Context: an optimization exercise on an open-source flow, tuned for small area. The choices shown serve that exercise and are no tape-out recipe. In this exercise RTL edits were held to simulation tests only and were not proved equivalent to the original. No activity file was given, so power comes from the tool's default toggle rates.

== red ==
==> flow/design.v <==
module alu (
    input  [31:0] A,
    input  [31:0] B,
    input  [4:0]  sh,
    input         Srai,
    input         Andi,
    output [31:0] Sum,
    output [31:0] C
);
    assign Sum = A + B;
    wire [63:0] ext = {{32{A[31]}}, A} >> sh;
    wire [31:0] sra = ext[31:0];
    assign C = Srai ? sra : (Andi ? (A & B) : Sum);
endmodule
module ext (
    input  [31:0] inst,
    input         SType,
    input         ShamtImm,
    output [31:0] imm
);
    wire        sgn = inst[31] & ~ShamtImm;
    assign imm[4:0]   = SType ? inst[11:7] : inst[24:20];
    assign imm[11:5]  = ShamtImm ? 7'b0 : inst[31:25];
    assign imm[31:12] = {20{sgn}};
endmodule
module dm (
    input         clk,
    input         DMWr,
    input  [4:0]  address,
    input  [31:0] din,
    output [31:0] dout
);
    wire [2:0] aw = address[4:2];
    wire [1:0] al = address[1:0];
    wire [63:0] dd = {din, din};
    wire [31:0] wdat = dd[(6'd32 - {al, 3'b0}) +: 32];
    wire [255:0] q;
    wire [31:0]  lane;
    genvar l, w;
    generate
        for (l = 0; l < 4; l = l + 1) begin : L
            wire [2:0] wl = aw + ((l < al) ? 3'd1 : 3'd0);
            reg  [7:0] rb;
            integer k;
            always @(*) begin
                rb = 8'b0;
                for (k = 0; k < 8; k = k + 1)
                    rb = rb | (q[(k*4+l)*8 +: 8] & {8{wl == k}});
            end
            assign lane[l*8 +: 8] = rb;
            for (w = 0; w < 8; w = w + 1) begin : W
                reg [7:0] m;
                wire e = DMWr & (wl == w);
                always @(posedge clk)
                    m <= (wdat[l*8 +: 8] & {8{e}}) | (m & {8{~e}});
                assign q[(w*4+l)*8 +: 8] = m;
            end
        end
    endgenerate
    wire [63:0] ll = {lane, lane};
    assign dout = ll[{al, 3'b0} +: 32];
endmodule
module ctrl (
    input  [6:0] Op,
    input  [6:0] Funct7,
    input  [2:0] Funct3,
    output       RegWrite,
    output       MemWrite,
    output       Load,
    output       RType,
    output       SType,
    output       Srai,
    output       Andi,
    output       ShamtImm
);
    wire itype = (Op == 7'b0010011);
    assign RType    = (Op == 7'b0110011);
    assign Load     = (Op == 7'b0000011);
    assign SType    = (Op == 7'b0100011);
    assign MemWrite = SType;
    assign RegWrite = RType | itype | Load;
    assign Srai     = itype & (Funct3 == 3'b101) & (Funct7 == 7'b0100000);
    assign Andi     = itype & (Funct3 == 3'b111);
    assign ShamtImm = itype & (Funct3[1:0] == 2'b01);
endmodule
module rf (
    input         clk,
    input         rstn,
    input         wen,
    input  [4:0]  rs1,
    input  [4:0]  rs2,
    input  [4:0]  rd,
    input  [31:0] wd,
    output [31:0] rd1,
    output [31:0] rd2
);
    reg  [31:1] valid;
    wire [31:0] we;
    wire [31:0] sel1, sel2;
    wire [32*32-1:0] q;
    assign we[0]   = 1'b0;
    assign sel1[0] = 1'b0;
    assign sel2[0] = 1'b0;
    assign q[31:0] = 32'b0;
    genvar g;
    generate
        for (g = 1; g < 32; g = g + 1) begin : R
            reg [31:0] x;
            assign we[g] = wen & (rd == g);
            always @(posedge clk)
                x <= (wd & {32{we[g]}}) | (x & {32{~we[g]}});
            assign q[g*32 +: 32] = x;
            assign sel1[g] = valid[g] & (rs1 == g);
            assign sel2[g] = valid[g] & (rs2 == g);
        end
    endgenerate
    always @(posedge clk, negedge rstn) begin
        if (!rstn) valid <= 31'b0;
        else valid <= valid | we[31:1];
    end
    reg [31:0] o1, o2;
    integer i;
    always @(*) begin
        o1 = 32'b0;
        o2 = 32'b0;
        for (i = 1; i < 32; i = i + 1) begin
            o1 = o1 | (q[i*32 +: 32] & {32{sel1[i]}});
            o2 = o2 | (q[i*32 +: 32] & {32{sel2[i]}});
        end
    end
    wire hit1 = |sel1;
    wire hit2 = |sel2;
    assign rd1 = o1 | {27'b0, rs1 & {5{~hit1}}};
    assign rd2 = o2 | {27'b0, rs2 & {5{~hit2}}};
endmodule
module cpu (
    input clk,
    input rstn,
    input [15:0] sw_i,
    input [31:0] inst_i,
    output [31:0] pc_o,
    output wb_en_o,
    output [4:0] wb_rd_o,
    output [31:0] wb_data_o
);
    wire [31:0] inst = inst_i;
    reg  [31:0] PC;
    assign pc_o = PC;
    always @(posedge clk, negedge rstn) begin
        if (!rstn) PC <= 0;
        else PC <= PC + 1;
    end
    wire [4:0] rs1 = inst[19:15];
    wire [4:0] rs2 = inst[24:20];
    wire [4:0] rd  = inst[11:7];
    wire RegWrite, MemWrite, Load, RType, SType, Srai, Andi, ShamtImm;
    ctrl u_ctrl (
        .Op(inst[6:0]),
        .Funct7(inst[31:25]),
        .Funct3(inst[14:12]),
        .RegWrite(RegWrite),
        .MemWrite(MemWrite),
        .Load(Load),
        .RType(RType),
        .SType(SType),
        .Srai(Srai),
        .Andi(Andi),
        .ShamtImm(ShamtImm)
    );
    wire wen = RegWrite & (rd != 5'b0) & ~sw_i[1];
    wire [31:0] rs1_data, rs2_data, rd_data;
    rf u_rf (
        .clk(clk),
        .rstn(rstn),
        .wen(wen),
        .rs1(rs1),
        .rs2(rs2),
        .rd(rd),
        .wd(rd_data),
        .rd1(rs1_data),
        .rd2(rs2_data)
    );
    wire [31:0] imm;
    ext u_ext (
        .inst(inst),
        .SType(SType),
        .ShamtImm(ShamtImm),
        .imm(imm)
    );
    wire [31:0] Sum, ALUResult;
    alu u_alu (
        .A(rs1_data),
        .B(RType ? rs2_data : imm),
        .sh(inst[24:20]),
        .Srai(Srai),
        .Andi(Andi),
        .Sum(Sum),
        .C(ALUResult)
    );
    wire [31:0] dout;
    dm u_dm (
        .clk(clk),
        .DMWr(MemWrite),
        .address(Sum[4:0]),
        .din(rs2_data),
        .dout(dout)
    );
    assign rd_data   = Load ? dout : ALUResult;
    assign wb_en_o   = wen;
    assign wb_rd_o   = rd;
    assign wb_data_o = rd_data;
endmodule
clock: 20.0 ns
lec_check: 0
cap_margin: 10
cell_pad_in_sites_detail_placement: 1
cell_pad_in_sites_global_placement: 1
core_margin: 2
core_utilization: 35
place_density: 0.45
slew_margin: 10
standard.sh (not shown) runs the stock make flow with config.mk's settings and CLKGATE_MAP_FILE= SYNTH_SCRIPT=/design/flow/synth_recipe.tcl, a recipe that flattens the netlist after the stock synthesis.
==> flow/flow/run.sh <==
#!/bin/bash
# Standard synthesis, then the logic mapped again with an area-minded ABC
# script (flip-flops untouched), then the standard layout.
set -euo pipefail
W=$PWD
R=$W/orfs/results/$FLOW_PLATFORM/cpu/base
LIB=$FLOW_HOME/platforms/$FLOW_PLATFORM/lib/sky130_fd_sc_hd__tt_025C_1v80.lib
YOSYS=yosys
[ -x "$FLOW_HOME/../tools/install/yosys/bin/yosys" ] && YOSYS=$FLOW_HOME/../tools/install/yosys/bin/yosys

bash standard.sh "$R/1_2_yosys.v" > $W/synth.log 2>&1

python3 $W/flow/mkmap.py $LIB > $W/remap_cells.v
printf 'set_driving_cell sky130_fd_sc_hd__buf_1\nset_load 5\n' > $W/remap.constr
cp $R/1_2_yosys.v $W/standard_synth.v
REMAP_LIB=$LIB REMAP_IN=$W/standard_synth.v REMAP_OUT=$W/remap_out.v \
REMAP_CELLS=$W/remap_cells.v REMAP_CONSTR=$W/remap.constr REMAP_DELAY=12000 \
REMAP_SCRIPT=$W/flow/remap.abc REMAP_STAT=$W/remap_stat.txt \
REMAP_DONT_USE="sky130_fd_sc_hd__probe_p_8 sky130_fd_sc_hd__probec_p_8 sky130_fd_sc_hd__lpflow_bleeder_1 sky130_fd_sc_hd__lpflow_clkbufkapwr_1 sky130_fd_sc_hd__lpflow_clkbufkapwr_16 sky130_fd_sc_hd__lpflow_clkbufkapwr_2 sky130_fd_sc_hd__lpflow_clkbufkapwr_4 sky130_fd_sc_hd__lpflow_clkbufkapwr_8 sky130_fd_sc_hd__lpflow_clkinvkapwr_1 sky130_fd_sc_hd__lpflow_clkinvkapwr_16 sky130_fd_sc_hd__lpflow_clkinvkapwr_2 sky130_fd_sc_hd__lpflow_clkinvkapwr_4 sky130_fd_sc_hd__lpflow_clkinvkapwr_8 sky130_fd_sc_hd__lpflow_decapkapwr_12 sky130_fd_sc_hd__lpflow_decapkapwr_3 sky130_fd_sc_hd__lpflow_decapkapwr_4 sky130_fd_sc_hd__lpflow_decapkapwr_6 sky130_fd_sc_hd__lpflow_decapkapwr_8 sky130_fd_sc_hd__lpflow_inputiso0n_1 sky130_fd_sc_hd__lpflow_inputiso0p_1 sky130_fd_sc_hd__lpflow_inputiso1n_1 sky130_fd_sc_hd__lpflow_inputiso1p_1 sky130_fd_sc_hd__lpflow_inputisolatch_1 sky130_fd_sc_hd__lpflow_isobufsrc_1 sky130_fd_sc_hd__lpflow_isobufsrc_16 sky130_fd_sc_hd__lpflow_isobufsrc_2 sky130_fd_sc_hd__lpflow_isobufsrc_4 sky130_fd_sc_hd__lpflow_isobufsrc_8 sky130_fd_sc_hd__lpflow_isobufsrckapwr_16 sky130_fd_sc_hd__lpflow_lsbuf_lh_hl_isowell_tap_1 sky130_fd_sc_hd__lpflow_lsbuf_lh_hl_isowell_tap_2 sky130_fd_sc_hd__lpflow_lsbuf_lh_hl_isowell_tap_4 sky130_fd_sc_hd__lpflow_lsbuf_lh_isowell_4 sky130_fd_sc_hd__lpflow_lsbuf_lh_isowell_tap_1 sky130_fd_sc_hd__lpflow_lsbuf_lh_isowell_tap_2 sky130_fd_sc_hd__lpflow_lsbuf_lh_isowell_tap_4" \
  $YOSYS -c $W/flow/remap.tcl > $W/remap.log 2>&1
cp $W/remap_out.v $R/1_2_yosys.v
touch $R/1_2_yosys.v

# ports buffered with the smallest buffer; no dummy loads in the clock tree
export BUFFER_PORTS_ARGS="-buffer_cell sky130_fd_sc_hd__buf_1"
export CTS_ARGS="-sink_clustering_enable -repair_clock_nets -dont_use_dummy_load -buf_list sky130_fd_sc_hd__clkbuf_16 -sink_clustering_size 24 -sink_clustering_max_diameter 100"
bash standard.sh finish > $W/layout.log 2>&1
Other scripts of this flow, unchanged in this note and not shown: flow/flow/mkmap.py, flow/flow/remap.abc, flow/flow/remap.tcl
Setup changes, red to blue
- SLEW_MARGIN now 0, was 10
- CAP_MARGIN now 0, was 10
- PLACE_DENSITY now 0.52, was 0.45
- CORE_UTILIZATION now 42, was 35
blue: full flow OK, the timing, design-rule and antenna checks passed. Via count of the first global-routing pass, blue and red, lower one = red. For the worst hold-check slack, blue came in 0.016 ns higher than red did. [compare] base=red new=blue: final instance area lower, worst slack at placement higher, met3 wire length higher. Per the comparison of blue with red, post-route core utilization saw an increase, minimum clock period went up 0.090 ns, non-clock buffer count saw a decrease. blue does worse than red on highest ir drop seen on vdd. Taking red as the reference, in blue total number of vias higher, layout overhead on the synthesized area lower.
Inputs modified between blue and green:
- CAP_MARGIN: 0 -> 10
- SLEW_MARGIN: 0 -> 10
- CORE_UTILIZATION: 42 -> 48
- PLACE_DENSITY: 0.52 -> 0.58
Findings:
For green, the slowest cell on the critical path was sky130_fd_sc_hd__and3_2, unlike blue, where it was sky130_fd_sc_hd__nor2_1.
Going from blue to green, setup slack rose 0.0061 ns, count of flip-flops and latches about even, final area fell 1.1%.
green reached the final stage; the timing, design-rule and antenna checks on its layout passed.
### green -> orange
- PLACE_DENSITY now 0.63, was 0.58
- CORE_UTILIZATION now 53, was 48
### Flow results
| post-layout instance area | green vs orange | ≈ equal |
Relative to green, first-iteration detailed-routing DRC count has gone up in orange.
Compared with green, orange shows a largest fanout on the critical path that is 12 higher.
From green to orange the numbers moved as follows: slew at the pin with the worst max-slew slack moved up; worst setup slack after layout moved down; growth of design area from synthesis to finish moved up.
For purple, these inputs were changed with respect to orange:
- removing CELL_PAD_IN_SITES_DETAIL_PLACEMENT (formerly 1)
- changing PLACE_DENSITY from 0.63 to 0.5
- changing CORE_UTILIZATION from 53 to 40
- removing CELL_PAD_IN_SITES_GLOBAL_PLACEMENT (formerly 1)
-- flow/flow/run.sh --
<<< orange, line 25
export BUFFER_PORTS_ARGS="-buffer_cell sky130_fd_sc_hd__buf_1"
export CTS_ARGS="-sink_clustering_enable -repair_clock_nets -dont_use_dummy_load -buf_list sky130_fd_sc_hd__clkbuf_16 -sink_clustering_size 24 -sink_clustering_max_diameter 100"
bash standard.sh finish > $W/layout.log 2>&1
>>> purple, line 25
export BUFFER_PORTS_ARGS="-buffer_cell sky130_fd_sc_hd__buf_1"
export CTS_ARGS="-sink_clustering_enable -repair_clock_nets -dont_use_dummy_load -buf_list sky130_fd_sc_hd__clkbuf_8 -root_buf sky130_fd_sc_hd__clkbuf_16"
bash standard.sh finish > $W/layout.log 2>&1
==> summary.txt <==
Going from orange to purple, the area growth from synthesis to layout was found to have gone up by 3.4 points. The wire length reported for purple is greater than that of orange by about 3%. Diff orange -> purple | global routing usage summed across all routing layers | decrease of 11 points. purple and orange ended up with nearly the same non-clock buffering overhead in the final layout. purple has more setup slack than orange. orange → purple: power share of the combinational group fell by 1.0 points, final area climbed 0.0020 mm2.

afterwards: timing with drivers on the ports:
The results above use ideal ports. As a check the final layouts listed here were re-extracted and re-timed, cells and wires unchanged. Step 1, drivers: a clkbuf_16 drives clk and a buf_2 each remaining input, both assumed. Step 2 adds t to the input delays and takes it off the output delays; t is the mean of the earliest and latest rising clock arrival at the registers after step 1. Input paths then give back, and output paths get back, about the clock's delay inside the block. Slacks: ideal ports / drivers / drivers and shift; pairs: ideal ports / drivers.
| run | t, ns | setup WS [ns] | latest minus earliest clock arrival (ns) |
|---|---|---|---|
| red | 0.778 | 0.635 / 0.528 / 0.528 | 0.098 / 0.099 |
| blue | 0.759 | 0.545 / 0.485 / 0.485 | 0.106 / 0.106 |
| green | 0.807 | 0.551 / 0.492 / 0.492 | 0.122 / 0.122 |
| orange | 0.736 | 0.452 / 0.430 / 0.430 | 0.116 / 0.116 |
| purple | 0.862 | 0.780 / 0.752 / 0.752 | 0.113 / 0.113 |
After both steps setup and hold are still met in every run listed. For red, which loses most, drivers alone change the setup slack by -0.107 ns; drivers and shift together by -0.107 ns.
